Background: an optimization exercise with open tools, aiming at small area. Do not read the settings as production practice.
RTL that was checked went through simulation tests only; none was proved equivalent to the original.
The flow treats the clock pin as an ideal source. Dropping or thinning the clock tree relies on that and would not hold on a real chip.
No activity file was given, so power comes from the tool's default toggle rates.

Setup of alpha:
==> module top, before the edit <==
module top(
    input clk,
    input rst,
    input dht_data,
    output tx,
    output led_red,
    output led_green,
    output led_blue
);
    reg [8:0] q_r;
    wire [8:0] q = q_r;
    reg [8:0] b;
    reg [9:0] cap;       
    reg       red, blue;
    wire      valid = ~(red & blue);
    wire q_fb  = q[3] ^ q[8];
    wire tick  = (q == 9'b011110001);
    wire samp  = (q == 9'b001111000);
    wire last  = b[8] & (&b[4:0]);                
    wire done  = tick & last;                     
    wire shift = samp & (b[8:3] == 6'b100000);    
    wire clear = ~b[8] & b[7];                    
    wire [1:0] ch = cap[9:8];
    wire [3:0] ct = cap[7:4];
    wire [3:0] co = cap[3:0];
    function [3:0] adj(input [3:0] d);
        reg a3;
        begin
            a3 = d[3] | (d[2] & (d[1] | d[0]));
            adj = {a3,
                   (d[3] & d[0]) | (d[2] & ~d[1] & ~d[0]),
                   (d[1] & (~d[2] | d[0])) | (d[3] & ~d[0]),
                   d[0] ^ a3};
        end
    endfunction
    wire [3:0] oa = adj(co);
    wire [3:0] ta = adj(ct);
    wire [8:0] q_nx;
    assign q_nx[0] = tick ? (last ? 1'b1 : 1'b0) : q_fb;
    assign q_nx[1] = q[0];
    assign q_nx[2] = q[1];
    assign q_nx[3] = q[2];
    assign q_nx[4] = tick ? (last ? 1'b0 : 1'b1) : q[3];
    assign q_nx[5] = q[4];
    assign q_nx[6] = q[5];
    assign q_nx[7] = tick ? (last ? 1'b1 : 1'b0) : q[6];
    assign q_nx[8] = q[7];
    always @(posedge clk or posedge rst) begin
        if (rst) begin
            q_r <= 9'b111100011;
            b <= 9'd12;
            red <= 1'b1;
            blue <= 1'b1;
        end else begin
            q_r <= q_nx;
            if (tick)
                b <= last ? 9'd12 : b + 9'd1;
            if (done) begin
                red <= (|ch) | ct[3] | ct[2] | (ct[1] & ct[0] & (|co));
                blue <= ~((|ch) | ct[3] | ct[2] | ct[1]);
            end
        end
    end
    always @(posedge clk) begin
        if (shift)
            cap <= {cap[8], ta, oa, dht_data};
        else if (clear)
            cap <= 10'd0;
    end
    assign led_red   = red & ~blue;
    assign led_blue  = blue;
    assign led_green = ~red & ~blue;
    reg [10:0] p_r;
    wire [10:0] p = p_r;
    reg [3:0]  s_r;
    wire [3:0] s = s_r;
    reg [1:0]  c;
    reg [9:0]  v;       
    wire p_fb = p[8] ^ p[10];
    wire pt  = (p == 11'b10000001001);
    wire s9  = &s;
    wire c3  = &c;
    wire eom = pt & s9 & c3;
    wire [10:0] p_nx;
    assign p_nx[0] = p_fb;
    assign p_nx[1] = p[0];
    assign p_nx[2] = pt ? (s9 ? (c3 ? 1'b0 : 1'b1) : 1'b1) : p[1];
    assign p_nx[3] = pt ? (s9 ? (c3 ? 1'b0 : 1'b0) : 1'b1) : p[2];
    assign p_nx[4] = pt ? (s9 ? (c3 ? 1'b0 : 1'b0) : 1'b0) : p[3];
    assign p_nx[5] = p[4];
    assign p_nx[6] = p[5];
    assign p_nx[7] = p[6];
    assign p_nx[8] = p[7];
    assign p_nx[9] = pt ? (s9 ? (c3 ? 1'b1 : 1'b0) : 1'b0) : p[8];
    assign p_nx[10] = pt ? (s9 ? (c3 ? 1'b1 : 1'b1) : 1'b0) : p[9];
    wire [3:0] s_nx = s9 ? 4'd6 : s + 4'd1;
    always @(posedge clk or posedge rst) begin
        if (rst) begin
            p_r <= 11'b01111111010;
            s_r <= 4'd15;
            c <= 2'd0;
        end else begin
            p_r <= p_nx;
            if (pt) begin
                s_r <= s_nx;
                if (s9)
                    c <= c + 2'd1;
            end
        end
    end
    wire fresh = done | (~b[8] & ~b[7]);    
    always @(posedge clk) begin
        if (eom & fresh)
            v <= cap;
    end
    reg dbit;
    always @(*) begin
        case ({c, s[1:0]})
            4'b0000: dbit = v[8];      
            4'b0001: dbit = v[9];
            4'b0010: dbit = 1'b0;
            4'b0011: dbit = 1'b0;
            4'b0100: dbit = v[4];      
            4'b0101: dbit = v[5];
            4'b0110: dbit = v[6];
            4'b0111: dbit = v[7];
            4'b1000: dbit = v[0];      
            4'b1001: dbit = v[1];
            4'b1010: dbit = v[2];
            4'b1011: dbit = v[3];
            4'b1100: dbit = 1'b0;      
            4'b1101: dbit = 1'b1;
            4'b1110: dbit = 1'b0;
            default: dbit = 1'b1;
        endcase
    end
    assign tx = ~valid | (s == 4'd6) |
                ((s[3:2] == 2'b10) & dbit) |
                ((s[3:1] == 3'b110) & ~c3);
endmodule
Settings: LEC_CHECK=0, CAP_MARGIN=20, CORE_MARGIN=2, CORE_UTILIZATION=40, GPL_TIMING_DRIVEN=0, SLEW_MARGIN=20; clock period 20.0 ns.
standard.sh (not shown) runs the stock make flow with config.mk's settings and CLKGATE_MAP_FILE= SYNTH_SCRIPT=/design/flow/synth_recipe.tcl, a recipe that flattens the netlist after the stock synthesis.
==> flow/flow/run.sh <==
#!/bin/bash
# Own layout flow: the standard flow (standard.sh) with three changes:
#  - synthesis maps with an area-oriented ABC script (flow/area.abc) instead
#    of ORFS's speed script, and leaves adders to ABC (no ADDER_MAP_FILE)
#    instead of mapping them to half/full adder cells first; everything else
#    in synthesis is the standard flow's;
#  - ports are buffered with the smallest buffer (buf_1);
#  - CTS builds a one-level clock tree (flow/clock_tree.tcl) in place of
#    TritonCTS's H-tree; the rest of ORFS's cts.tcl (hold repair etc.) runs.
# Each tool's output stays in orfs/logs/; make's output goes to flow.log.
set -euo pipefail
W=$(pwd)
# ORFS scripts, with cts.tcl calling flow/clock_tree.tcl
rm -rf "$W/scripts"; cp -r "$FLOW_HOME/scripts" "$W/scripts"
sed -i 's|^log_cmd clock_tree_synthesis {\*}\$cts_args$|source '"$W"'/flow/clock_tree.tcl|' "$W/scripts/cts.tcl"
grep -q "flow/clock_tree.tcl" "$W/scripts/cts.tcl"
sed -i 's|^  log_cmd abc {\*}\$abc_args$|  log_cmd abc -script '"$W"'/flow/area.abc {*}[lrange $abc_args 2 end]|' "$W/scripts/synth.tcl"
grep -q "flow/area.abc" "$W/scripts/synth.tcl"
sed -e 's|SYNTH_SCRIPT=[^ ]*|SYNTH_SCRIPT='"$W"'/synth_recipe.tcl SCRIPTS_DIR='"$W"'/scripts CLOCK_BUF=sky130_fd_sc_hd__clkbuf_8 CLOCK_GROUPS=4 ADDER_MAP_FILE= "BUFFER_PORTS_ARGS=-buffer_cell sky130_fd_sc_hd__buf_1"|' \
    standard.sh > "$W/my_standard.sh"
grep -q "SCRIPTS_DIR=" "$W/my_standard.sh"
bash "$W/my_standard.sh" > "$W/flow.log" 2>&1
Other scripts of this flow, unchanged in this note and not shown: flow/flow/area.abc, flow/flow/clock_tree.tcl
alpha went all the way through the flow, and no timing, DRC or antenna check failed.
## Diff of input files: beta against alpha
-- flow/design.v --
<<< alpha, line 114
            v <= cap;
    end
    reg dbit;
    always @(*) begin
        case ({c, s[1:0]})
            4'b0000: dbit = v[8];      
            4'b0001: dbit = v[9];
            4'b0010: dbit = 1'b0;
            4'b0011: dbit = 1'b0;
            4'b0100: dbit = v[4];      
            4'b0101: dbit = v[5];
            4'b0110: dbit = v[6];
            4'b0111: dbit = v[7];
            4'b1000: dbit = v[0];      
            4'b1001: dbit = v[1];
            4'b1010: dbit = v[2];
            4'b1011: dbit = v[3];
            4'b1100: dbit = 1'b0;      
            4'b1101: dbit = 1'b1;
            4'b1110: dbit = 1'b0;
            default: dbit = 1'b1;
        endcase
    end
>>> beta, line 114
            v <= cap;
    end
    wire [1:0] k = s[1:0];    
    reg dbit;
    always @(*) begin
        case (c)
            2'd0: dbit = ~k[1] & v[{3'b100, k[0]}];
            2'd1: dbit = v[{2'b01, k}];
            2'd2: dbit = v[{2'b00, k}];
            default: dbit = k[0];
        endcase
    end
## What came out
- Count of unique library cells instantiated by Yosys is lower on alpha
- Across both runs, die area was higher for beta than for alpha.
- On minimum hold slack, alpha tracks beta almost exactly.
- | routed wire length | higher: beta |
- Power density of the placed cells went down slightly going from alpha to beta.
- beta leaves less setup margin than alpha.
- Power: beta vs alpha — no meaningful difference
- Per the comparison of beta with alpha, count of cell instances traversed by the critical path has decreased; area of the multi-input gates picked up an extra about 1.7%; cell-internal power flat.
- beta vs. alpha: final area increased by 0.31% relative to the old numbers, worst-case clock skew ~0 delta, combined area of all synthesized cells climbed about 0.33%.
No functional check of the RTL was part of beta. No run of this note takes its clock network from TritonCTS; it comes from the design's own scripts or RTL.

Setup of before:
The RTL this note starts from:
==> flow/design.v <==
module top(
    input clk,
    input rst,
    input dht_data,
    output tx,
    output led_red,
    output led_green,
    output led_blue
);
    reg [8:0] q;
    reg [8:0] b;
    reg [9:0] cap;       
    reg       red, blue;
    reg       valid;
    wire q_fb  = q[3] ^ q[8];
    wire tick  = (q == 9'b011110001);
    wire samp  = (q == 9'b001111000);
    wire last  = b[8] & (&b[4:0]);                
    wire done  = tick & last;                     
    wire shift = samp & (b[8:3] == 6'b100000);    
    wire clear = ~b[8] & b[7];                    
    wire [1:0] ch = cap[9:8];
    wire [3:0] ct = cap[7:4];
    wire [3:0] co = cap[3:0];
    wire [3:0] oa = (co >= 4'd5) ? co + 4'd3 : co;
    wire [3:0] ta = (ct >= 4'd5) ? ct + 4'd3 : ct;
    wire [8:0] q_nx;
    assign q_nx[0] = tick ? (last ? 1'b1 : 1'b0) : q_fb;
    assign q_nx[1] = q[0];
    assign q_nx[2] = q[1];
    assign q_nx[3] = q[2];
    assign q_nx[4] = tick ? (last ? 1'b0 : 1'b1) : q[3];
    assign q_nx[5] = q[4];
    assign q_nx[6] = q[5];
    assign q_nx[7] = tick ? (last ? 1'b1 : 1'b0) : q[6];
    assign q_nx[8] = q[7];
    always @(posedge clk or posedge rst) begin
        if (rst) begin
            q <= 9'b111100011;
            b <= 9'd12;
            red <= 1'b0;
            blue <= 1'b1;
            valid <= 1'b0;
        end else begin
            q <= q_nx;
            if (tick)
                b <= last ? 9'd12 : b + 9'd1;
            if (done) begin
                red <= (ch != 2'd0) | (ct > 4'd3) | ((ct == 4'd3) & (co != 4'd0));
                blue <= (ch == 2'd0) & (ct < 4'd2);
                valid <= 1'b1;
            end
        end
    end
    always @(posedge clk) begin
        if (shift)
            cap <= {cap[8], ta, oa, dht_data};
        else if (clear)
            cap <= 10'd0;
    end
    assign led_red   = red;
    assign led_blue  = blue;
    assign led_green = ~red & ~blue;
    reg [10:0] p;
    reg [3:0]  s;
    reg [1:0]  c;
    reg [9:0]  v;       
    reg        pend;    
    wire p_fb = p[8] ^ p[10];
    wire pt  = (p == 11'b10000001001);
    wire s9  = &s;
    wire c3  = &c;
    wire eom = pt & s9 & c3;
    wire [10:0] p_nx;
    assign p_nx[0] = p_fb;
    assign p_nx[1] = p[0];
    assign p_nx[2] = pt ? (s9 ? (c3 ? 1'b0 : 1'b1) : 1'b1) : p[1];
    assign p_nx[3] = pt ? (s9 ? (c3 ? 1'b0 : 1'b0) : 1'b1) : p[2];
    assign p_nx[4] = pt ? (s9 ? (c3 ? 1'b0 : 1'b0) : 1'b0) : p[3];
    assign p_nx[5] = p[4];
    assign p_nx[6] = p[5];
    assign p_nx[7] = p[6];
    assign p_nx[8] = p[7];
    assign p_nx[9] = pt ? (s9 ? (c3 ? 1'b1 : 1'b0) : 1'b0) : p[8];
    assign p_nx[10] = pt ? (s9 ? (c3 ? 1'b1 : 1'b1) : 1'b0) : p[9];
    always @(posedge clk or posedge rst) begin
        if (rst) begin
            p <= 11'b01111111010;
            s <= 4'd15;
            c <= 2'd0;
        end else begin
            p <= p_nx;
            if (pt) begin
                s <= s9 ? 4'd6 : s + 4'd1;
                if (s9)
                    c <= c + 2'd1;
            end
        end
    end
    always @(posedge clk) begin
        if (eom & (pend | done))
            v <= cap;
        pend <= ~eom & (pend | done);
    end
    wire [1:0] k = s[1:0];    
    reg dbit;
    always @(*) begin
        case (c)
            2'd0: dbit = ~k[1] & v[{3'b100, k[0]}];
            2'd1: dbit = v[{2'b01, k}];
            2'd2: dbit = v[{2'b00, k}];
            default: dbit = k[0];
        endcase
    end
    assign tx = ~valid | (s == 4'd6) |
                ((s[3:2] == 2'b10) & dbit) |
                ((s[3:1] == 3'b110) & ~c3);
endmodule
clock: 20.0 ns
lec_check: 0
cap_margin: 20
core_margin: 2
core_utilization: 40
cts_buf_list: sky130_fd_sc_hd__clkbuf_4
cts_cluster_diameter: 100
cts_cluster_size: 30
slew_margin: 20
run.sh (not shown) runs the stock make flow with config.mk's settings and CLKGATE_MAP_FILE= SYNTH_SCRIPT=/design/flow/synth_recipe.tcl, a recipe that flattens the netlist after the stock synthesis.
Stock flow here: none of the scripts above is used.
--- input diff before..after ---
--- a/flow/design.v
+++ b/flow/design.v
@@ -21,10 +21,20 @@
     wire clear = ~b[8] & b[7];                    
     wire [1:0] ch = cap[9:8];
     wire [3:0] ct = cap[7:4];
     wire [3:0] co = cap[3:0];
-    wire [3:0] oa = (co >= 4'd5) ? co + 4'd3 : co;
-    wire [3:0] ta = (ct >= 4'd5) ? ct + 4'd3 : ct;
+    function [3:0] adj(input [3:0] d);
+        reg a3;
+        begin
+            a3 = d[3] | (d[2] & (d[1] | d[0]));
+            adj = {a3,
+                   (d[3] & d[0]) | (d[2] & ~d[1] & ~d[0]),
+                   (d[1] & (~d[2] | d[0])) | (d[3] & ~d[0]),
+                   d[0] ^ a3};
+        end
+    endfunction
+    wire [3:0] oa = adj(co);
+    wire [3:0] ta = adj(ct);
     wire [8:0] q_nx;
     assign q_nx[0] = tick ? (last ? 1'b1 : 1'b0) : q_fb;
     assign q_nx[1] = q[0];
     assign q_nx[2] = q[1];
@@ -45,10 +55,10 @@
             q <= q_nx;
             if (tick)
                 b <= last ? 9'd12 : b + 9'd1;
             if (done) begin
-                red <= (ch != 2'd0) | (ct > 4'd3) | ((ct == 4'd3) & (co != 4'd0));
-                blue <= (ch == 2'd0) & (ct < 4'd2);
+                red <= (|ch) | ct[3] | ct[2] | (ct[1] & ct[0] & (|co));
+                blue <= ~((|ch) | ct[3] | ct[2] | ct[1]);
                 valid <= 1'b1;
             end
         end
     end
@@ -64,9 +74,8 @@
     reg [10:0] p;
     reg [3:0]  s;
     reg [1:0]  c;
     reg [9:0]  v;       
-    reg        pend;    
     wire p_fb = p[8] ^ p[10];
     wire pt  = (p == 11'b10000001001);
     wire s9  = &s;
     wire c3  = &c;
@@ -96,12 +105,12 @@
                     c <= c + 2'd1;
             end
         end
     end
+    wire fresh = done | (~b[8] & ~b[7]);    
     always @(posedge clk) begin
-        if (eom & (pend | done))
+        if (eom & fresh)
             v <= cap;
-        pend <= ~eom & (pend | done);
     end
     wire [1:0] k = s[1:0];    
     reg dbit;
     always @(*) begin
## What came out
NOTE post-synthesis instance total before->after decreased by a little under 10%
Delta (after minus before): largest incremental delay on the critical path did not really move; cell internal power dissipation went down; vias per cell went up; first-iteration DRC count went up; largest fanout of any net on the critical path went down.
Comparing before and after, number of vias after detailed routing is lower on after.
The flow did not stop early for after: all stages ran, and the layout cleared the timing, DRC and antenna checks.
Layout buffering overhead excluding clock cells in after is 0.37 points higher than in before

port drivers added, routing unchanged:
In the flow no input, the clock included, has a driving cell. The finished layouts below were timed again as built, in two steps.
Step 1 assumes that a clkbuf_16 drives the clock port and a buf_2 every other input.
Step 2, shift: input delay + t, output delay - t, t = (earliest + latest rising clock arrival at the registers) / 2. This alone moves slack from input paths to output paths.
Slacks: ideal / step 1 / step 2; pairs: ideal / step 1.
run	t (ns)	setup slack, ns	latest minus earliest clock arrival (ns)	cell pins on the clock port's net
alpha	0.200	14.134 / 14.079 / 14.279	0.006 / 0.005	4
beta	0.200	13.907 / 13.852 / 14.052	0.008 / 0.008	4
before	0.420	13.556 / 13.531 / 13.951	0.013 / 0.013	1
after	0.434	13.545 / 13.519 / 13.953	0.005 / 0.006	1
After both steps setup and hold are still met in every run listed.
